Context: an optimization exercise on an open-source flow, tuned for small area, a short achievable clock period and few clock cycles. The choices shown serve that exercise and are no tape-out recipe.
For this run, only the layout was checked, not whether the RTL still works.

## design/flow/config.mk

```make
export PLATFORM = sky130hd
export DESIGN_NAME = milestone1
export DESIGN_NICKNAME = milestone1
export VERILOG_FILES = /design/flow/design.v
export SDC_FILE = /design/flow/constraint.sdc
export NUM_CORES = 4
export LEC_CHECK = 0
export CAP_MARGIN = 20
export CORE_MARGIN = 2
export CORE_UTILIZATION = 40
export PLACE_DENSITY = 0.6
export SLEW_MARGIN = 20
```

## design/flow/constraint.sdc

```tcl
create_clock -name core_clock -period 14.0 [get_ports {CLOCK_50_I}]
set_input_delay 2.8000 -clock core_clock [delete_from_list [all_inputs] [get_ports {CLOCK_50_I}]]
set_output_delay 2.8000 -clock core_clock [all_outputs]
set_load 0.01 [all_outputs]
```

## design/flow/design.v

```verilog
`timescale 1ns/100ps
`default_nettype none
module milestone1 (
		input logic CLOCK_50_I,
		input logic resetn,
		output logic SRAM_we_n,
		output logic [17:0] SRAM_address,
		output logic [15:0] SRAM_write_data,
		input logic [15:0] SRAM_read_data,
		input logic M1_enable,
		output logic M1_finish
);
localparam logic [17:0] U_OFFSET = 18'd38400,
	  V_OFFSET = 18'd57600,
	  RGB_OFFSET = 18'd146944;
logic        run;
logic [2:0]  ph;
logic        par;         
logic        wr_ok;       
logic [2:0]  pro;         
logic [7:0]  m;           
logic [15:0] yaddr;
logic [14:0] uvw;         
logic [17:0] waddr;
logic [7:0]  qu [0:5];
logic [7:0]  qv [0:5];
logic [7:0]  ulb;
logic [15:0] vb;
logic [15:0] yreg;
logic [8:0]  u1r, v1r;    
logic [7:0]  b0;
logic [7:0] fa, fb, fc, fd, fe, ff;
logic [7:0] w0, w1, w2, w3, w4, w5;
logic       sel_u;
assign sel_u = (ph == 3'd2);
assign w0 = sel_u ? qu[0] : qv[0];
assign w1 = sel_u ? qu[1] : qv[1];
assign w2 = sel_u ? qu[2] : qv[2];
assign w3 = sel_u ? qu[3] : qv[3];
assign w4 = sel_u ? qu[4] : qv[4];
assign w5 = sel_u ? qu[5] : qv[5];
always_comb begin
	fc = w2;
	fa = (m == 8'd0) ? w2 : (m == 8'd1) ? w1 : w0;
	fb = (m == 8'd0) ? w2 : w1;
	fd = (m == 8'd159) ? w2 : w3;
	fe = (m == 8'd159) ? w2 : (m == 8'd158) ? w3 : w4;
	ff = (m == 8'd159) ? w2 : (m == 8'd158) ? w3 : (m == 8'd157) ? w4 : w5;
end
logic [16:0] fsum;
assign fsum = 17'd21 * ({9'd0, fa} + {9'd0, ff})
            - 17'd52 * ({9'd0, fb} + {9'd0, fe})
            + 17'd159 * ({9'd0, fc} + {9'd0, fd})
            + 17'd32896;
logic [8:0] fout;
assign fout = fsum[16:8];
logic [7:0] py;
logic [8:0] pu, pv;
always_comb begin
	if (ph == 3'd0) begin
		py = yreg[15:8];
		pu = {qu[2][7], ~qu[2][7], qu[2][6:0]};
		pv = {qv[2][7], ~qv[2][7], qv[2][6:0]};
	end else begin
		py = yreg[7:0];
		pu = u1r;
		pv = v1r;
	end
end
logic [26:0] tr, tg, tb;
assign tr = 27'd76284 * py + 27'd104595 * pv - 27'd27996864;
assign tg = 27'd76284 * py - 27'd25624 * pu - 27'd53281 * pv + 27'd18979136;
assign tb = 27'd76284 * py + 27'd132251 * pu - 27'd35076800;
function automatic logic [7:0] clip(input logic [26:0] t);
	clip = t[26] ? 8'd0 : (|t[25:24]) ? 8'd255 : t[23:16];
endfunction
logic [7:0] cr, cg, cb;
assign cr = clip(tr);
assign cg = clip(tg);
assign cb = clip(tb);
always_ff @(posedge CLOCK_50_I) begin
	if (ph == 3'd1) begin
		qu[0] <= qu[1]; qu[1] <= qu[2]; qu[2] <= qu[3]; qu[3] <= qu[4]; qu[4] <= qu[5];
		qv[0] <= qv[1]; qv[1] <= qv[2]; qv[2] <= qv[3]; qv[3] <= qv[4]; qv[4] <= qv[5];
		if (!par) begin
			qu[5] <= SRAM_read_data[15:8];
			ulb <= SRAM_read_data[7:0];
			qv[5] <= vb[15:8];
		end else begin
			qu[5] <= ulb;
			qv[5] <= vb[7:0];
			vb <= SRAM_read_data;
		end
	end
	if (ph == 3'd2) begin
		yreg <= SRAM_read_data;
		u1r <= fout;
	end
	if (ph == 3'd3) v1r <= fout;
	if (ph == 3'd0) b0 <= cb;
	case (ph)
		3'd0: SRAM_write_data <= {cr, cg};
		3'd1: SRAM_write_data <= {b0, cr};
		3'd2: SRAM_write_data <= {cg, cb};
		default: ;
	endcase
end
always_ff @(posedge CLOCK_50_I or negedge resetn) begin
	if (!resetn) begin
		run <= 1'b0;
		M1_finish <= 1'b0;
		SRAM_we_n <= 1'b1;
		SRAM_address <= 18'd0;
		ph <= 3'd0;
		par <= 1'b0;
		pro <= 3'd0;
		wr_ok <= 1'b0;
		m <= 8'd155;
		yaddr <= 16'hFFFC;
		uvw <= 15'd0;
		waddr <= RGB_OFFSET;
	end else if (run) begin
		ph <= (ph == 3'd4) ? 3'd0 : ph + 3'd1;
		if (ph == 3'd4) begin
			par <= ~par;
			m <= (m == 8'd159) ? 8'd0 : m + 8'd1;
			if (par) uvw <= uvw + 15'd1;
			if (pro != 3'd6) pro <= pro + 3'd1;
			if (pro == 3'd5) wr_ok <= 1'b1;
		end
		SRAM_we_n <= 1'b1;
		case (ph)
			3'd4: begin
				SRAM_address <= {2'b00, yaddr};
				yaddr <= yaddr + 16'd1;
			end
			3'd0, 3'd1, 3'd2: begin
				SRAM_address <= waddr;
				if (wr_ok) begin
					SRAM_we_n <= 1'b0;
					waddr <= waddr + 18'd1;
					if (ph == 3'd2 && waddr == 18'h3FFFF) begin
						M1_finish <= 1'b1;
						run <= 1'b0;
					end
				end
			end
			default: begin
				SRAM_address <= (par ? U_OFFSET : V_OFFSET) + {3'd0, uvw};
			end
		endcase
	end else begin
		SRAM_we_n <= 1'b1;
		if (M1_enable && !M1_finish) run <= 1'b1;
	end
end
endmodule
```

## design/flow/run.sh

```bash
#!/bin/bash
# synth_recipe.tcl (not shown) runs the flow's synth.tcl, then flattens the netlist and writes it again
# the make line also repeats each setting of config.mk as NAME=value (left out here)
make -C /OpenROAD-flow-scripts/flow DESIGN_CONFIG=/design/flow/config.mk WORK_HOME=/design/flow/orfs CLKGATE_MAP_FILE= SYNTH_SCRIPT=/design/flow/synth_recipe.tcl finish
```

==> impl_metrics.json <==
{
  "cts_sinks": 264,
  "startpoint_type": "flip-flop",
  "worst_slack_ps": 2190,
  "layout.cells.non_filler": 3786,
  "clk_pin_slew_worst_paths_ps": 70,
  "max_freq_ghz": 0.0847,
  "worstPathMaxFanout": 41,
  "grtUsageTotal": 0.195,
  "grtUsageMet3": 0.0206,
  "dp_hpwl_um": 59000,
  "gp_congestion": 0.914,
  "final_cell_mix": "inv_1 (555), ha_1 (490), fa_1 (250), nand2_1 (204), edfxtp_1 (178)",
  "max_cap_viol_count": 0,
  "post_cts_resized": 0,
  "yosys_warnings": 3,
  "ant_nets": 0,
  "grtUsageMet2": 0.335,
  "ys_ff_latch": 264,
  "detail_route.wl_per_cell_um": 18.6,
  "start_util": 0.405,
  "dieArea_um2": 73200,
  "setup_viol": 0,
  "die_w_um": 271,
  "n_fill_cell": 6665,
  "final_nets": 3585,
  "critPathSlowestCell": "inv_2",
  "io_pins": 55,
  "drive_gt1_frac": 0.0548,
  "synth-main-ff-cell": "edfxtp_1",
  "dieHeight_um": 271,
  "routed-via-count": 19600,
  "drc": 0,
  "htreeDepth": 1,
  "cts_tree": "done",
  "area_delta_synth_final_pct": 9.06,
  "syn_avg_cell_area_um2": 10.3,
  "first_pass_iters": 5,
  "grt_pass1_vias": 20800,
  "fin_crit_ps": 11810,
  "synth_cells": 2770,
  "dp.cells": 3738,
  "yosysUniqueCellTypes": 80,
  "cts_hold_buf": 0,
  "max-slew-margin-rel": 0.282,
  "grt_max_degree": 92,
  "cts.path.max_buffers": 3,
  "utilization": 0.442,
  "setup_tns_ps": 0,
  "antenna_found_initial": 0,
  "clockRootBuffer": "clkbuf_16",
  "use_met1": 0.258,
  "cts_setup_buffers": 0,
  "yosysSeqAreaShare": 0.265,
  "period_share": 0.843,
  "layout.cells.most_common": "inv_1",
  "num_antenna_cells": 0,
  "hold_viol_final": 0,
  "grt-busiest-layer": "met2",
  "async_flop_share": 0.326,
  "cts_buffers": 26,
  "grt_pass1_wl_um": 113000,
  "cp.required_ps": 14250,
  "finClkSkew_ps": 17.5,
  "crit_arrival_ps": 12050,
  "clock_latency_ps": 530,
  "syn-num-nets": 3529,
  "cp_slowest_stage_delay_ps": 700,
  "viasPerCell": 5.17,
  "path_class": "reg2reg",
  "routed_wl_um": 70600,
  "num_rows": 97,
  "hold_path_class": "reg2reg",
  "cp-end-kind": "flip-flop",
  "final_max_slew_viol_count": 0,
  "core_um2": 70100,
  "status": "no timing/DRC/antenna violations",
  "worstMarginPinSlew_ps": 1070,
  "io_buffers": 54,
  "grt_overflow_total": 0,
  "syn_area_um2": 28400,
  "drt_iter0_drc": 1118,
  "synth_edf_count": 178,
  "rsz0062_at_grt": "false",
  "place_ws_ps": 2240
}
[metal layers]
| metal | routed length [µm] | share of wire |
|---|---|---|
| met4 | 2210 | 0.031 |
| met2 | 33900 | 0.48 |
| met5 | 0 | 0 |
| met1 | 31700 | 0.45 |
| met3 | 2780 | 0.039 |
[kinds of logic (layout without fill, tap and decap cells)]
family                     Yosys count  count (layout)  synth area share
AOI/OAI and AO/OA                  382             382            0.0911
xor gates and xnor gates           168             168            0.0517
adders and majority gates          740             740             0.392
buffers and inverters              600             676            0.0796
DFF                                264             264             0.265
muxes                               71              71            0.0333
and+or+nand+nor                    545             545            0.0877
[worst max-delay path, delay by kind of cell (launching register included)]
family,cells,cell delay (ps)
adder cells (fa/ha/maj),14,5530
AO/OA/AOI/OAI,8,1940
buffers and inverters,10,1680
XOR/XNOR,4,850
AND/OR/NAND/NOR,7,800
flip-flops,1,410
multiplexers,1,300
[final cells by class]
type                       instances  area, µm²  share of cell area
clock buffer                      32        704              0.0227
clock inverter                    16        181             0.00585
inverter                         559       2110              0.0679
multi-input combinational       1906      18700               0.602
sequential                       264       7530               0.243
tap                              940       1180              0.0379
timing repair buffer              69        654              0.0211
[cells in the mapped netlist, drive strengths merged, types with 46 or more instances]
cell / instances / share of area
inv: 558 / 0.074
ha: 490 / 0.22
fa: 250 / 0.18
nand2: 205 / 0.027
edfxtp: 178 / 0.19
nor2: 136 / 0.018
a21oi: 122 / 0.021
xnor2: 122 / 0.038
dfrtp: 60 / 0.053
nand3: 58 / 0.010
o21ai: 49 / 0.0089
xor2: 46 / 0.014
[through the flow]
step	instance area [µm²]	hold WS (ps)
2_1_floorplan	28400	421
3_3_place_gp	30100	435
3_5_place_dp	30100	432
4_1_cts	31000	446
5_1_grt	31000	456
6_report	31000	449
[final timing paths]
kind,from,endpoint,slack (ps),depth (start not counted)
min reg2reg,qv[5][6]$_DFFE_PP_,qv[4][6]$_DFFE_PP_,450,0
min,qv[5][6]$_DFFE_PP_,qv[4][6]$_DFFE_PP_,450,0
min in group asynchronous,resetn,m[6]$_DFFE_PN0P_,2090,1
max reg2reg,ph[0]$_DFFE_PN0P_,u1r[8]$_DFFE_PP_,2190,44
max,ph[0]$_DFFE_PN0P_,u1r[8]$_DFFE_PP_,2190,44
max in group asynchronous,resetn,waddr[5]$_DFFE_PN0P_,10720,2
[flip-flops by register name, summed over array words and instances (netlist names), 9 cells and up]
| signal | cells |
|---|---|
| qu | 48 |
| u1r | 9 |
| SRAM_write_data | 16 |
| waddr | 18 |
| uvw | 15 |
| vb | 16 |
| SRAM_address | 18 |
| yreg | 16 |
| v1r | 9 |
| yaddr | 16 |
| qv | 48 |

==> static timing again, ports no longer ideal <==
The flow's constraints put no driver on any port. The routed layout listed below was extracted and timed again, unchanged, in two steps. Step 1, drivers: a clkbuf_16 drives CLOCK_50_I and a buf_2 each remaining input, both assumed. Step 2 times the ports against the registers' clock, not the clock port: input delays grow and output delays shrink by t, the midpoint of the rising clock arrivals with the driver on. a / b / c = ideal / step 1 / step 2; a / b = the first two.
t (ns): 0.577
slack for setup (ns): 2.194 / 2.194 / 2.194
worst setup path after step 2: register to register
slew at the worst register clock pin (ns): 0.07 / 0.07
cell pins on the clock port's net: 1
After both steps setup and hold are still met in this run. The setup slack of this run moves by 0.000 ns with the drivers and by 0.000 ns with both steps.
